Context: an optimization exercise on an open-source flow, tuned for small area. The choices shown serve that exercise and are no tape-out recipe.
Function was checked by simulation only, so behaviour that the tests miss may differ from the original.
Power and IR drop assume default switching activity.

==> flow/design.v (excerpt) <==
module top(
	input						clk,
	input						rst_n,
	input 	[8-1:0]	pixel_in,
	input						valid_in,
	input	[2-1:0]color_in,
	input						last_col_in,
	input						last_pic_in,
	input	[3-1:0]	mode_in,
	output 	[8-1:0]	pixel_out,
	output						valid_out,
	output  [2-1:0]color_out,
	output						last_col_out,
	output						last_pic_out,
	output						finish_operation
);
	reg	[8-1:0]	pixel_in_reg;    
	reg						valid_in_reg;    
	reg	[2-1:0]color_in_reg;    
	reg						last_col_in_reg; 
	reg						last_pic_in_reg; 
	reg	[3-1:0]	mode_reg;       
	reg	[8-1:0]	pixel_out_reg,   n_pixel_out_reg;
	reg						valid_out_reg,   n_valid_out_reg;
	reg	[2-1:0]color_out_reg,   n_color_out_reg;
	reg						last_col_out_reg,n_last_col_out_reg;
	reg						last_pic_out_reg,n_last_pic_out_reg;
	reg						finish_reg, n_finish_reg;
	assign pixel_out   		= pixel_out_reg;
	assign valid_out   		= valid_out_reg;
	assign color_out   		= color_out_reg;
	assign last_col_out		= last_col_out_reg;
	assign last_pic_out		= last_pic_out_reg;
	assign finish_operation = finish_reg;
	localparam  r_mean_local = 8'b00010110;
	localparam  g_mean_local = 8'b00100110;
	localparam  b_mean_local = 8'b00010110;
	localparam 	k_r_local = 16'b0000000100111010;
	localparam 	k_g_local = 16'b0000000010110101;
	localparam 	k_b_local = 16'b0000000100111010;
	wire 	[8-1:0]	pixel_in_dem;
	wire 						valid_in_dem;
	wire 	[2-1:0]color_in_dem;
	wire 						last_col_in_dem;
	wire 						last_pic_in_dem;
	wire 	[8-1:0]	pixel_out_dem;
	wire 						valid_out_dem;
	wire 	[2-1:0]color_out_dem;
	wire 						last_col_out_dem;
	wire 						last_pic_out_dem;
  ...
Size in the first run: about 930 flip-flops, about 0.040 mm^2 of cells after synthesis.
clock: 10.0 ns
lec_check: 0
abc_area: 1
cap_margin: 20
core_margin: 2
core_utilization: 75
gpl_routability_driven: 0
gpl_timing_driven: 0
slew_margin: 20
standard.sh (not shown) runs the stock make flow with config.mk's settings and CLKGATE_MAP_FILE= SYNTH_SCRIPT=/design/flow/synth_recipe.tcl, a recipe that flattens the netlist after the stock synthesis.
==> flow/flow/run.sh <==
#!/bin/bash
# The standard layout with two changes:
# - the synthesis maps with an area-oriented ABC script (flow/abc_area.script);
#   everything else in it is the standard flow's own synthesis script (synth_recipe.tcl)
# - clock tree synthesis adds no dummy loads (inverters that drive nothing)
set -euo pipefail
HERE=$(pwd)
cat > "$HERE/area_synth.tcl" <<EOT
proc abc {args} {
  set i [lsearch -exact \$args -script]
  if {\$i >= 0} { set args [lreplace \$args [expr {\$i+1}] [expr {\$i+1}] $HERE/flow/abc_area.script] }
  yosys abc {*}\$args
}
source $HERE/synth_recipe.tcl
EOT
bash standard.sh SYNTH_SCRIPT="$HERE/area_synth.tcl" \
  CTS_ARGS="-sink_clustering_enable -repair_clock_nets -dont_use_dummy_load -sink_clustering_size 16 -sink_clustering_max_diameter 50 -buf_list sky130_fd_sc_hd__clkbuf_8" \
  finish > standard.log 2>&1
==> flow/flow/abc_area.script <==
strash
dch -f
amap -m -F 3 -A 10
topo
stime -c
The starting point completed without violations.
==> next run, changes <==
- GPL_ROUTABILITY_DRIVEN: 0 -> default
- GPL_TIMING_DRIVEN: 0 -> default
=>
- cell count stays flat
- wire length rises by roughly a tenth
- power rises by a few percent
- worst hold slack gains 0.052 ns
- count of clock-buffer cells in the layout rises by 3

---

Another version of the RTL of top (not shown whole).
For scale: roughly 3400 cells after synthesis, roughly 930 flip-flops, ~32 I/O pins, ~41000 um2 of cells after synthesis.
clock: 10.0 ns
lec_check: 0
abc_area: 1
cap_margin: 20
core_margin: 2
core_utilization: 75
slew_margin: 20
Scripts as last shown in full above: flow/flow/run.sh, flow/flow/abc_area.script
Edit:
--- a/flow/flow/run.sh
+++ b/flow/flow/run.sh
@@ -17 +17 @@
-  CTS_ARGS="-sink_clustering_enable -repair_clock_nets -dont_use_dummy_load -sink_clustering_size 16 -sink_clustering_max_diameter 50 -buf_list sky130_fd_sc_hd__clkbuf_8" \
+  CTS_ARGS="-sink_clustering_enable -repair_clock_nets -dont_use_dummy_load -sink_clustering_size 14 -sink_clustering_max_diameter 45 -buf_list sky130_fd_sc_hd__clkbuf_8" \
What happened: Cell count increases slightly. Die area stays the same. Critical path depth stays the same.

afterwards: timing with drivers on the ports:
In the flow no input, the clock included, has a driving cell. The finished layouts below were timed again as built, in two steps. Step 1: set_driving_cell puts a clkbuf_16 on clk and a buf_2 on each other input, an assumption about the parent block. Step 2 also shifts input and output timing later by t, the mid clock arrival at the registers, as if the neighbouring blocks saw the same clock. Three values: ideal, step 1, step 2; two values: the first two.
run | t (ns) | slack for setup (ns) | worst hold slack (ns)
the first run of note 1 | 0.726 | 0.412 / 0.412 / 0.412 | 0.280 / 0.280 / 0.280
the second run of note 1 | 0.725 | 0.869 / 0.869 / 0.869 | 0.332 / 0.332 / 0.332
the first run of note 2 | 0.730 | 0.987 / 0.987 / 0.987 | 0.320 / 0.320 / 0.320
the second run of note 2 | 0.738 | 0.789 / 0.789 / 0.789 | 0.335 / 0.335 / 0.335
After both steps setup and hold are still met in every run listed.
